This is an optimization exercise on Yosys and OpenROAD, whose aim is small area, a short achievable clock period and few clock cycles per item, not a production implementation. In this exercise RTL edits were held to simulation tests only and were not proved equivalent to the original.

== job 8334 ==
==> flow/design.v <==
module MyDesign #(parameter OUTPUT_LENGTH       = 8,
                  parameter MAX_MESSAGE_LENGTH  = 55,
                  parameter NUMBER_OF_Ks        = 64,
                  parameter NUMBER_OF_Hs        = 8 ,
                  parameter SYMBOL_WIDTH        = 8  )
            (
            output reg                                      dut__xxx__finish     ,
            input  wire                                     xxx__dut__go         ,
            input  wire  [ $clog2(MAX_MESSAGE_LENGTH):0]    xxx__dut__msg_length ,
            output reg  [ $clog2(MAX_MESSAGE_LENGTH)-1:0]   dut__msg__address  ,
            output wire                                     dut__msg__enable   ,
            output wire                                     dut__msg__write    ,
            input  wire [7:0]                               msg__dut__data     ,
            output wire [ $clog2(NUMBER_OF_Ks)-1:0]         dut__kmem__address  ,
            output wire                                     dut__kmem__enable   ,
            output wire                                     dut__kmem__write    ,
            input  wire [31:0]                              kmem__dut__data     ,
            output reg  [ $clog2(NUMBER_OF_Hs)-1:0]         dut__hmem__address  ,
            output wire                                     dut__hmem__enable   ,
            output wire                                     dut__hmem__write    ,
            input  wire [31:0]                              hmem__dut__data     ,
            output reg  [ $clog2(OUTPUT_LENGTH)-1:0]        dut__dom__address  ,
            output reg  [31:0]                              dut__dom__data     ,
            output wire                                     dut__dom__enable   ,
            output wire                                     dut__dom__write    ,
            input  wire                 clk             ,
            input  wire                 reset
            );
assign dut__msg__enable  = 1'b1;
assign dut__msg__write   = 1'b0;
assign dut__kmem__enable = 1'b1;
assign dut__kmem__write  = 1'b0;
assign dut__hmem__enable = 1'b1;
assign dut__hmem__write  = 1'b0;
reg        busy;
reg  [6:0] r, p;
reg  [3:0] hcnt;
reg        dom_en;
reg  [5:0] lenr;                             
reg  [5:0] kaddr;                            
reg  [31:0] kreg;                            
reg  [31:0] hreg;                            
wire       start = xxx__dut__go & ~busy;
wire       act   = busy | xxx__dut__go;
wire       kwf   = p[0] ^ r[0];              
wire       hdone = hcnt[3] | (hcnt[2:0] == 3'd7);
wire       last  = (r == 7'd69);
assign dut__kmem__address = kaddr;
assign dut__dom__enable   = dom_en;
assign dut__dom__write    = dom_en;
wire [5:0] maddr = dut__msg__address;
wire       mdone = (maddr == lenr);
wire       wavail = (p[6:4] != 3'd0) | mdone | (maddr[5:2] == p[3:0] + 4'd1);
wire rstep = kwf & hdone & ~r[6];
wire pstep = busy & ~p[6] & wavail & (~kwf | rstep);
wire rd    = start | (busy & ~mdone & ((maddr[5:2] == p[3:0]) | pstep));
wire hload = act & ~hdone;
wire h0ld  = rstep & (r == 7'd0);
wire drain = busy & (r >= 7'd65) & (r <= 7'd67);
wire owr   = busy & (r >= 7'd61) & (r <= 7'd68);
function [2:0] wordof(input [2:0] km1);
    case (km1)
        3'd4: wordof = 3'd7;
        3'd5: wordof = 3'd3;
        3'd6: wordof = 3'd2;
        3'd7: wordof = 3'd1;
        3'd0: wordof = 3'd0;
        3'd1: wordof = 3'd6;
        3'd2: wordof = 3'd5;
        default: wordof = 3'd4;
    endcase
endfunction
wire [6:0] r_n    = last ? 7'd0 : ((rstep | (busy & r[6])) ? r + 7'd1 : r);
wire [3:0] hcnt_n = last ? 4'd0 : ((hload | h0ld) ? hcnt + 4'd1 : hcnt);
wire [2:0] haddr_n = hcnt_n[3] ? wordof(r_n[2:0]) : ~hcnt_n[2:0];
always @(posedge clk or posedge reset) begin
    if (reset) begin
        busy              <= 1'b0;
        r                 <= 7'd0;
        p                 <= 7'd0;
        hcnt              <= 4'd0;
        dut__msg__address <= 6'd0;
        kaddr             <= 6'd0;
        dut__hmem__address<= 3'd7;
        dut__xxx__finish  <= 1'b0;
        dom_en            <= 1'b0;
    end else begin
        busy               <= start | (busy & ~last);
        r                  <= r_n;
        p                  <= last ? 7'd0 : (pstep ? p + 7'd1 : p);
        hcnt               <= hcnt_n;
        dut__msg__address  <= last ? 6'd0 : (rd ? maddr + 6'd1 : maddr);
        kaddr              <= last ? 6'd0 : ((start | pstep) ? kaddr + 6'd1 : kaddr);
        dut__hmem__address <= haddr_n;
        dut__xxx__finish   <= busy & last;
        dom_en             <= owr;
    end
end
reg  [31:0] wr [0:15];
reg  [31:0] kw;
function [31:0] rotr(input [31:0] x, input integer n);
    rotr = (x >> n) | (x << (32 - n));
endfunction
always @(posedge clk) begin
    if (start) lenr <= xxx__dut__msg_length[5:0];
    if (start | pstep) kreg <= kmem__dut__data;
    hreg <= hmem__dut__data;
end
wire [5:0]  len   = start ? xxx__dut__msg_length[5:0] : lenr;
wire [3:0]  q     = start ? 4'd0 : p[3:0] + 4'd1;
wire        qlen  = (len[5:2] == q);
wire [31:0] padw  = {qlen & (len[1:0] == 2'd0), 7'd0,
                     qlen & (len[1:0] == 2'd1), 7'd0,
                     qlen & (len[1:0] == 2'd2), 7'd0,
                     qlen & (len[1:0] == 2'd3), 7'd0}
                  | ((q == 4'd15) ? {23'd0, len[5:0], 3'd0} : 32'd0);
wire        p_lt15 = (p[6:4] == 3'd0) & (p[3:0] != 4'd15);
wire [31:0] ss0 = rotr(wr[1], 7) ^ rotr(wr[1], 18) ^ (wr[1] >> 3);
wire [31:0] ss1 = rotr(wr[14], 17) ^ rotr(wr[14], 19) ^ (wr[14] >> 10);
wire [31:0] u0  = wr[0] ^ wr[9] ^ ss0;
wire [31:0] u1  = ((wr[0] & wr[9]) | (wr[0] & ss0) | (wr[9] & ss0)) << 1;
wire [31:0] v0  = u0 ^ u1 ^ ss1;
wire [31:0] v1  = ((u0 & u1) | (u0 & ss1) | (u1 & ss1)) << 1;
wire [31:0] sched = v0 + v1;
wire selS = pstep & ~p_lt15;
reg [31:0] wrest;
always @(*) begin
    wrest = ((pstep & p_lt15) | start) ? padw : wr[15];
    if (rd) begin
        case (maddr[1:0])
            2'd0: wrest[31:24] = msg__dut__data;
            2'd1: wrest[23:16] = msg__dut__data;
            2'd2: wrest[15: 8] = msg__dut__data;
            2'd3: wrest[ 7: 0] = msg__dut__data;
        endcase
    end
end
wire [31:0] w15n = selS ? sched : wrest;
integer i;
always @(posedge clk) begin
    if (pstep) begin
        for (i = 0; i < 15; i = i + 1) wr[i] <= wr[i+1];
        kw <= kreg + wr[15];
    end
    wr[15] <= w15n;
end
reg [31:0] A1, A2, A3, A4, e, f, g, h;
wire [31:0] S0  = rotr(A1, 2) ^ rotr(A1, 13) ^ rotr(A1, 22);
wire [31:0] S1  = rotr(e, 6) ^ rotr(e, 11) ^ rotr(e, 25);
wire [31:0] ch  = g ^ (e & (f ^ g));
wire [31:0] maj = (A1 & A2) | (A3 & (A1 | A2));
wire [31:0] nA4 = ~A4;
wire [31:0] x0 = A3 ^ h ^ kw;
wire [31:0] x1 = ((A3 & h) | (A3 & kw) | (h & kw)) << 1;
wire [31:0] y0 = x0 ^ x1 ^ ch;
wire [31:0] y1 = ((x0 & x1) | (x0 & ch) | (x1 & ch)) << 1;
wire [31:0] z0 = y0 ^ y1 ^ S1;
wire [31:0] z1 = ((y0 & y1) | (y0 & S1) | (y1 & S1)) << 1;
wire [31:0] enew = z0 + z1;
wire [31:0] ua = e ^ nA4 ^ maj;
wire [31:0] ub = {((e[30:0] & nA4[30:0]) | (e[30:0] & maj[30:0]) | (nA4[30:0] & maj[30:0])), 1'b1};
wire [31:0] va = ua ^ ub ^ S0;
wire [31:0] vb = ((ua & ub) | (ua & S0) | (ub & S0)) << 1;
wire [31:0] anew = va + vb;
wire r0     = (r == 7'd0);
wire ashift = hload | rstep | (busy & (r == 7'd64));
wire eshift = hload | rstep | drain;
always @(posedge clk) begin
    if (ashift) begin
        A1 <= (hload | r0) ? hmem__dut__data : anew;
        A2 <= A1; A3 <= A2; A4 <= A3;
    end
    if (eshift) begin
        e <= hload ? A3 : enew;
        f <= e; g <= f; h <= g;
    end
end
reg  [1:0] tsel;                             
wire [31:0] tap = tsel[1] ? h : (tsel[0] ? A1 : e);
always @(posedge clk) begin
    tsel <= (r_n == 7'd61) ? 2'd0 : ((r_n <= 7'd65) ? 2'd1 : 2'd2);
    if (owr) begin
        dut__dom__data    <= tap + hreg;
        dut__dom__address <= wordof(r[2:0] - 3'd1);
    end
end
endmodule
Settings: LEC_CHECK=0, CAP_MARGIN=20, CORE_MARGIN=2, CORE_UTILIZATION=40, SETUP_SLACK_MARGIN=5, SLEW_MARGIN=20; clock period 10.0 ns.
run.sh (not shown) runs the stock make flow with config.mk's settings and CLKGATE_MAP_FILE= SYNTH_SCRIPT=/design/flow/synth_recipe.tcl, a recipe that flattens the netlist after the stock synthesis.
Job 8334 completed; timing, DRC and antenna clean
Testbench counts of job 8334, summed over its fixed seeds: cycles 17,686, hashes 192.
The following lists how job 838 was set up differently from job 8334:
==> flow/flow/run.sh (new file) <==
#!/bin/bash
bash standard.sh SETUP_SLACK_MARGIN=7 finish > standard.log 2>&1
==> flow/standard.sh (new file) <==
#!/bin/bash
# synth_recipe.tcl (not shown) runs the flow's synth.tcl, then flattens the netlist and writes it again
# the make line also repeats each setting of config.mk as NAME=value (left out here)
make -C /OpenROAD-flow-scripts/flow DESIGN_CONFIG=/design/flow/config.mk WORK_HOME=/design/flow/orfs CLKGATE_MAP_FILE= SYNTH_SCRIPT=/design/flow/synth_recipe.tcl "${@:-finish}"
removed: flow/run.sh
Notes after the runs:
Relative to job 8334, job 838 degrades hold slack. The maximum fanout encountered on the critical timing path in job 838 sits 2 below the value recorded for job 8334. Diff job 8334 -> job 838: final number of hold-violating endpoints has remained practically unchanged; number of DRC markers after the initial detailed-route iteration has increased; wire length of the first global-routing pass has increased; count of input and output buffers has remained practically unchanged. Comparing layout multi-input combinational cell count for job 838 and job 8334, the bigger number came from job 838. Changes observed in job 838 relative to job 8334: global placer's final weighted congestion has decreased, worst setup slack went up by 0.43 ns.
### job 838 -> job 1651
==> flow/flow/run.sh <==
#!/bin/bash
bash standard.sh SETUP_SLACK_MARGIN=6 finish > standard.log 2>&1
### Flow results
- Core box area: job 838 vs job 1651 identical
- The lower finished layout cell area came out of job 1651.
- Relative to job 838, met3 track demand over resource has increased by 0.96 points in job 1651.
- From job 838 to job 1651, async set-reset flop share out of synthesis did not move at all.
- Job 1651 ended up with A3[16]$_DFFE_PP_ as its beginning of the critical path; job 838 ended up with A3[2]$_DFFE_PP_.
- On detail-routed via count per cell: between job 838 and job 1651, it ends up lower for job 1651.
- Comparing job 838 and job 1651, the higher non-clock buffer count was measured on job 838.
- For required arrival time at the worst endpoint, job 838 and job 1651 come out practically identical.
- The final reports for job 1651 and job 838 show proportion of layout cells with a drive suffix above 1 lower in the former.
- Going from job 838 to job 1651, the worst setup slack was found to have gone up by 0.028 ns.
Edits applied to the flow inputs when going from job 1651 to job 3029:
Settings: CORE_UTILIZATION: 40 -> 55; CTS_BUF_LIST: unset -> sky130_fd_sc_hd__clkbuf_8.
Findings:
- The final layout from job 3029, which completed every stage, passed the timing, design-rule and antenna checks at the end of the flow.
- Changes observed in job 3029 relative to job 1651: area of placed instances now sits lower.
- On final area, job 1651 loses to job 3029.
- NOTE number of filler cells placed in the layout job 1651->job 3029 decreased by more than a quarter
- Setup slack in job 3029 is smaller than in job 1651.

## afterwards: timing with drivers on the ports
The results above use ideal ports. As a check the final layouts listed here were re-extracted and re-timed, cells and wires unchanged.
Step 1 sets driving cells, clkbuf_16 on the clock port and buf_2 on the other inputs (assumed; they add their load-dependent delay and slew).
Step 2 adds t to the input delays and takes it off the output delays; t is the mean of the earliest and latest rising clock arrival at the registers after step 1. Input paths then give back, and output paths get back, about the clock's delay inside the block.
a / b / c = no drivers / after step 1 / after step 2; a / b = the first two.
run	shift t [ns]	setup WS [ns]	pins driven straight from the clock port
job 8334	0.752	5.144 / 5.144 / 4.543	1
job 838	0.764	5.571 / 5.571 / 5.571	1
job 1651	0.756	5.599 / 5.599 / 5.432	1
job 3029	0.895	5.479 / 5.479 / 5.125	1
After both steps setup and hold are still met in every run listed. For job 8334, which loses most, drivers alone change the setup slack by 0.000 ns; drivers and shift together by -0.601 ns.
